From an optimization exercise on the open Yosys and OpenROAD flow, aimed at small area, a short achievable clock period and few clock cycles per item; shortcuts taken in it are not production practice.
At most, simulation tests tie the RTL to the original design; equivalence was not proved.
Power figures rest on the tool's default switching activity, not on a simulated workload.

==> exp/indigo: inputs <==
// dut
module dut #(
    parameter int DATAW = 16
)(
    input  wire                 clk,
    input  wire                 rst_n,
    input  wire                 in_valid,
    output wire                 in_ready,
    input  wire signed [DATAW-1:0] in_data,
    output reg                  out_valid,
    input  wire                 out_ready,
    output wire signed [2*DATAW-1:0] out_data
);
clock: 7.5 ns
lec_check: 0
cap_margin: 20
core_margin: 2
core_utilization: 65
cts_buf_list: sky130_fd_sc_hd__clkbuf_16
cts_cluster_size: 30
place_density: 0.75
setup_slack_margin: 3.85
slew_margin: 20
standard.sh (not shown) runs the stock make flow with config.mk's settings and CLKGATE_MAP_FILE= SYNTH_SCRIPT=/design/flow/synth_recipe.tcl, a recipe that flattens the netlist after the stock synthesis.
==> flow/flow/run.sh <==
#!/bin/bash
# Own layout flow: the standard ORFS flow with two changes.
#  1. After the standard synthesis, flow/polarity.py picks the polarity of
#     each full adder (self-dual) and simple gate so that the inverters Yosys's
#     extract_fa leaves around full adders go away.  Registers, ports and the
#     function are unchanged.
#  2. The port buffers that buffer_ports inserts are sky130_fd_sc_hd__buf_1
#     instead of its default (the slow clkdlybuf4s50_1 delay buffer).
# Each step writes its full output to a log file in this folder.
set -euo pipefail
RES=$PWD/orfs/results/${FLOW_PLATFORM}/dut/base
bash standard.sh synth > standard_synth.log 2>&1
cp $RES/1_2_yosys.v synth_standard.v
python3 flow/polarity.py $FLOW_HOME/platforms/sky130hd/lib/sky130_fd_sc_hd__tt_025C_1v80.lib \
    synth_standard.v $RES/1_2_yosys.v > polarity.log 2>&1
rm -f $RES/1_synth.odb $RES/1_synth.sdc
export BUFFER_PORTS_ARGS="-buffer_cell sky130_fd_sc_hd__buf_1"
bash standard.sh finish > standard_finish.log 2>&1
Other scripts of this flow, unchanged in this note and not shown: flow/flow/polarity.py
==> exp/willow (differences from exp/indigo) <==
--- a/flow/design.v
+++ b/flow/design.v
@@ -297,95 +297,90 @@
     wire fs76 = pp_10_14 ^ pp_11_13 ^ fc54;
     wire fc76 = (pp_10_14 & pp_11_13) | (pp_10_14 & fc54) | (pp_11_13 & fc54);
     wire fs77 = m[13] ^ pp_11_14 ^ pp_12_13;
     wire fc77 = (m[13] & pp_11_14) | (m[13] & pp_12_13) | (pp_11_14 & pp_12_13);
     wire [29:0] ra = {1'b0, m[14], pp_12_14, fs77, fc75, fs75, fc73, fc72, fs72, fc70, fc69, fc68, fc67, fc66, fc65, fc64, fc63, fc62, fc61, fc60, fc59, fc58, fc57, hc56, hc55, pp_1_2, pp_0_2, m[1], 1'b0, m[0]};
     wire [29:0] rb = {1'b0, pp_13_14, fc77, fc76, fs76, fc74, fs74, fs73, fc71, fs71, fs70, fs69, fs68, fs67, fs66, fs65, fs64, fs63, fs62, fs61, fs60, fs59, fs58, fs57, hs56, hs55, 1'b0, pp_0_1, 1'b0, 1'b0};
     reg f_r;    
     reg [29:0] s_r;    
-    reg [8:0] g_r;    
+    reg [7:0] g_r;    
     wire [8:0] bs0 = {1'b0, ra[7:0]} + {1'b0, rb[7:0]};
     wire [3:0] bs1 = {1'b0, ra[10:8]} + {1'b0, rb[10:8]};
-    wire [2:0] bs2 = {1'b0, ra[12:11]} + {1'b0, rb[12:11]};
-    wire [2:0] bs3 = {1'b0, ra[14:13]} + {1'b0, rb[14:13]};
-    wire [2:0] bs4 = {1'b0, ra[16:15]} + {1'b0, rb[16:15]};
-    wire [2:0] bs5 = {1'b0, ra[18:17]} + {1'b0, rb[18:17]};
-    wire [2:0] bs6 = {1'b0, ra[20:19]} + {1'b0, rb[20:19]};
-    wire [3:0] bs7 = {1'b0, ra[23:21]} + {1'b0, rb[23:21]};
-    wire [3:0] bs8 = {1'b0, ra[26:24]} + {1'b0, rb[26:24]};
-    wire [3:0] bs9 = {1'b0, ra[29:27]} + {1'b0, rb[29:27]};
+    wire [3:0] bs2 = {1'b0, ra[13:11]} + {1'b0, rb[13:11]};
+    wire [3:0] bs3 = {1'b0, ra[16:14]} + {1'b0, rb[16:14]};
+    wire [3:0] bs4 = {1'b0, ra[19:17]} + {1'b0, rb[19:17]};
+    wire [3:0] bs5 = {1'b0, ra[22:20]} + {1'b0, rb[22:20]};
+    wire [3:0] bs6 = {1'b0, ra[25:23]} + {1'b0, rb[25:23]};
+    wire [3:0] bs7 = {1'b0, ra[28:26]} + {1'b0, rb[28:26]};
+    wire [1:0] bs8 = {1'b0, ra[29:29]} + {1'b0, rb[29:29]};
     always @(posedge clk) begin
         if (v1 && en2) begin
             f_r <= a1[15];
             s_r[7:0] <= bs0[7:0];
             g_r[0] <= bs0[8];
             s_r[10:8] <= bs1[2:0];
             g_r[1] <= bs1[3];
-            s_r[12:11] <= bs2[1:0];
-            g_r[2] <= bs2[2];
-            s_r[14:13] <= bs3[1:0];
-            g_r[3] <= bs3[2];
-            s_r[16:15] <= bs4[1:0];
-            g_r[4] <= bs4[2];
-            s_r[18:17] <= bs5[1:0];
-            g_r[5] <= bs5[2];
-            s_r[20:19] <= bs6[1:0];
-            g_r[6] <= bs6[2];
-            s_r[23:21] <= bs7[2:0];
+            s_r[13:11] <= bs2[2:0];
+            g_r[2] <= bs2[3];
+            s_r[16:14] <= bs3[2:0];
+            g_r[3] <= bs3[3];
+            s_r[19:17] <= bs4[2:0];
+            g_r[4] <= bs4[3];
+            s_r[22:20] <= bs5[2:0];
+            g_r[5] <= bs5[3];
+            s_r[25:23] <= bs6[2:0];
+            g_r[6] <= bs6[3];
+            s_r[28:26] <= bs7[2:0];
             g_r[7] <= bs7[3];
-            s_r[26:24] <= bs8[2:0];
-            g_r[8] <= bs8[3];
-            s_r[29:27] <= bs9[2:0];
+            s_r[29:29] <= bs8[0:0];
         end
     end
     wire bp1 = &s_r[10:8];
-    wire bp2 = &s_r[12:11];
-    wire bp3 = &s_r[14:13];
-    wire bp4 = &s_r[16:15];
-    wire bp5 = &s_r[18:17];
-    wire bp6 = &s_r[20:19];
-    wire bp7 = &s_r[23:21];
-    wire bp8 = &s_r[26:24];
+    wire bp2 = &s_r[13:11];
+    wire bp3 = &s_r[16:14];
+    wire bp4 = &s_r[19:17];
+    wire bp5 = &s_r[22:20];
+    wire bp6 = &s_r[25:23];
+    wire bp7 = &s_r[28:26];
     wire pg0 = g_r[1] | (bp1 & g_r[0]);
-    wire pg1 = g_r[2] | (bp2 & pg0);
-    wire pg2 = g_r[4] | (bp4 & g_r[3]);
-    wire pp2 = bp4 & bp3;
-    wire pg3 = g_r[3] | (bp3 & pg1);
-    wire pg4 = pg2 | (pp2 & pg1);
-    wire pg5 = g_r[6] | (bp6 & g_r[5]);
-    wire pp5 = bp6 & bp5;
-    wire pg6 = g_r[8] | (bp8 & g_r[7]);
-    wire pp6 = bp8 & bp7;
-    wire pg7 = g_r[7] | (bp7 & pg5);
-    wire pp7 = bp7 & pp5;
-    wire pg8 = pg6 | (pp6 & pg5);
-    wire pp8 = pp6 & pp5;
-    wire pg9 = g_r[5] | (bp5 & pg4);
-    wire pg10 = pg5 | (pp5 & pg4);
-    wire pg11 = pg7 | (pp7 & pg4);
-    wire pg12 = pg8 | (pp8 & pg4);
+    wire pg1 = g_r[3] | (bp3 & g_r[2]);
+    wire pp1 = bp3 & bp2;
+    wire pg2 = g_r[2] | (bp2 & pg0);
+    wire pg3 = pg1 | (pp1 & pg0);
+    wire pg4 = g_r[5] | (bp5 & g_r[4]);
+    wire pp4 = bp5 & bp4;
+    wire pg5 = g_r[7] | (bp7 & g_r[6]);
+    wire pp5 = bp7 & bp6;
+    wire pg6 = g_r[6] | (bp6 & pg4);
+    wire pp6 = bp6 & pp4;
+    wire pg7 = pg5 | (pp5 & pg4);
+    wire pp7 = pp5 & pp4;
+    wire pg8 = g_r[4] | (bp4 & pg3);
+    wire pg9 = pg4 | (pp4 & pg3);
+    wire pg10 = pg6 | (pp6 & pg3);
+    wire pg11 = pg7 | (pp7 & pg3);
     wire [29:0] sq;
     assign sq[7:0] = s_r[7:0];
     assign sq[8] = s_r[8] ^ (g_r[0]);
     assign sq[9] = s_r[9] ^ (g_r[0] & s_r[8]);
     assign sq[10] = s_r[10] ^ (g_r[0] & s_r[8] & s_r[9]);
     assign sq[11] = s_r[11] ^ (pg0);
     assign sq[12] = s_r[12] ^ (pg0 & s_r[11]);
-    assign sq[13] = s_r[13] ^ (pg1);
-    assign sq[14] = s_r[14] ^ (pg1 & s_r[13]);
-    assign sq[15] = s_r[15] ^ (pg3);
-    assign sq[16] = s_r[16] ^ (pg3 & s_r[15]);
-    assign sq[17] = s_r[17] ^ (pg4);
-    assign sq[18] = s_r[18] ^ (pg4 & s_r[17]);
-    assign sq[19] = s_r[19] ^ (pg9);
-    assign sq[20] = s_r[20] ^ (pg9 & s_r[19]);
-    assign sq[21] = s_r[21] ^ (pg10);
-    assign sq[22] = s_r[22] ^ (pg10 & s_r[21]);
-    assign sq[23] = s_r[23] ^ (pg10 & s_r[21] & s_r[22]);
-    assign sq[24] = s_r[24] ^ (pg11);
-    assign sq[25] = s_r[25] ^ (pg11 & s_r[24]);
-    assign sq[26] = s_r[26] ^ (pg11 & s_r[24] & s_r[25]);
-    assign sq[27] = s_r[27] ^ (pg12);
-    assign sq[28] = s_r[28] ^ (pg12 & s_r[27]);
-    assign sq[29] = s_r[29] ^ (pg12 & s_r[27] & s_r[28]);
+    assign sq[13] = s_r[13] ^ (pg0 & s_r[11] & s_r[12]);
+    assign sq[14] = s_r[14] ^ (pg2);
+    assign sq[15] = s_r[15] ^ (pg2 & s_r[14]);
+    assign sq[16] = s_r[16] ^ (pg2 & s_r[14] & s_r[15]);
+    assign sq[17] = s_r[17] ^ (pg3);
+    assign sq[18] = s_r[18] ^ (pg3 & s_r[17]);
+    assign sq[19] = s_r[19] ^ (pg3 & s_r[17] & s_r[18]);
+    assign sq[20] = s_r[20] ^ (pg8);
+    assign sq[21] = s_r[21] ^ (pg8 & s_r[20]);
+    assign sq[22] = s_r[22] ^ (pg8 & s_r[20] & s_r[21]);
+    assign sq[23] = s_r[23] ^ (pg9);
+    assign sq[24] = s_r[24] ^ (pg9 & s_r[23]);
+    assign sq[25] = s_r[25] ^ (pg9 & s_r[23] & s_r[24]);
+    assign sq[26] = s_r[26] ^ (pg10);
+    assign sq[27] = s_r[27] ^ (pg10 & s_r[26]);
+    assign sq[28] = s_r[28] ^ (pg10 & s_r[26] & s_r[27]);
+    assign sq[29] = s_r[29] ^ (pg11);
     assign out_data = {1'b0, f_r, sq[29:2], 1'b0, sq[0]};
 endmodule
--- a/flow/flow/run.sh
+++ b/flow/flow/run.sh
@@ -9,10 +9,11 @@
 # Each step writes its full output to a log file in this folder.
 set -euo pipefail
 RES=$PWD/orfs/results/${FLOW_PLATFORM}/dut/base
 bash standard.sh synth > standard_synth.log 2>&1
 cp $RES/1_2_yosys.v synth_standard.v
 python3 flow/polarity.py $FLOW_HOME/platforms/sky130hd/lib/sky130_fd_sc_hd__tt_025C_1v80.lib \
     synth_standard.v $RES/1_2_yosys.v > polarity.log 2>&1
 rm -f $RES/1_synth.odb $RES/1_synth.sdc
+export SETUP_MOVE_SEQUENCE="unbuffer,sizeup,swap"
 export BUFFER_PORTS_ARGS="-buffer_cell sky130_fd_sc_hd__buf_1"
 bash standard.sh finish > standard_finish.log 2>&1
- SETUP_SLACK_MARGIN: 3.85 -> 4.2
==> summary of the runs <==
- Against exp/willow, the area after synthesis of exp/indigo is smaller by 0.33%.
- Against exp/willow, the sequential share of layout area of exp/indigo is higher by 0.52 points.
- Of exp/willow and exp/indigo, exp/indigo has the higher via count (gap about 5%, measured against exp/indigo).
- In exp/willow the flip-flop and latch count is lower than in exp/indigo, by 2.
- Between exp/willow and exp/indigo, the lower register-to-register slack is in exp/willow (gap 0.16 ns).
- In exp/willow the combinational power is higher than in exp/indigo, by about 20%.
- Core utilization: exp/willow is lower than exp/indigo (1.3 points).
- Of exp/indigo and exp/willow, exp/willow has the higher setup slack (gap 0.076 ns).
- Against exp/indigo, the critical path depth of exp/willow is higher by 4.
==> figures <==
Outcome: exp/willow complete, no violations; exp/indigo complete, no violations
Clock-cell share of area: exp/willow 2.56%; exp/indigo 4.26%
Worst-margin pin slew: exp/willow 0.701 ns; exp/indigo 0.649 ns
Arrival time worst endpoint: exp/willow 3.72 ns; exp/indigo 2.24 ns
Length in cells of the worst reg-to-reg path: exp/willow 12; exp/indigo 8
Total routed wire length on the met1 layer: exp/willow 4140 um; exp/indigo 4300 um
Syn-to-layout area delta: exp/willow 12.8%; exp/indigo 15.1%
Power Dens Cells: exp/willow 307 nW/um^2; exp/indigo 291 nW/um^2
Clock group: exp/willow 0.000244 W; exp/indigo 0.000347 W
Met3 layer usage reported by global route: exp/willow 2.65%; exp/indigo 5.30%
Non-filler instance count after layout: exp/willow 596; exp/indigo 623
Share of power burned in the clock network: exp/willow 13.4%; exp/indigo 19.8%
Leakage power total: exp/willow 2.34 nW; exp/indigo 2.65 nW
R2R setup slack: exp/willow 3.84 ns; exp/indigo 4.00 ns
Part of the cycle the worst path needs: exp/willow 48.9%; exp/indigo 49.9%
Final standard cell area without fillers: exp/willow 5920 um^2; exp/indigo 6020 um^2
Netlist area before placement: exp/willow 5250 um^2; exp/indigo 5230 um^2
Multi-input gates: exp/willow 357; exp/indigo 338
Area of the die: exp/willow 8810 um^2; exp/indigo 8780 um^2
Placed cell count: exp/willow 588; exp/indigo 576
Testbench counts of exp/willow, summed over its fixed seeds: cycles 16,016, items 16,000.
For exp/indigo, only the layout was checked, not whether the RTL still works.

[port drivers added, routing unchanged]
How much do the figures lean on ideal ports? The routed layouts below were timed once more, with nothing changed but the port constraints. Step 1, drivers: a clkbuf_16 drives clk and a buf_2 each remaining input, both assumed. Step 2, shift: input delay + t, output delay - t, t = (earliest + latest rising clock arrival at the registers) / 2. This alone moves slack from input paths to output paths. Three values: ideal, step 1, step 2; two values: the first two.
| run | t, ns | setup WS [ns] | latest minus earliest clock arrival (ns) | worst data-port slew with drivers (ns) | cell pins on the clock port's net |
|---|---|---|---|---|---|
| exp/indigo | 0.354 | 3.760 / 3.726 / 3.997 | 0.009 / 0.009 | 0.03 | 1 |
| exp/willow | 0.333 | 3.836 / 3.836 / 3.836 | 0.008 / 0.009 | 0.03 | 1 |
After both steps every run listed still meets setup and hold.
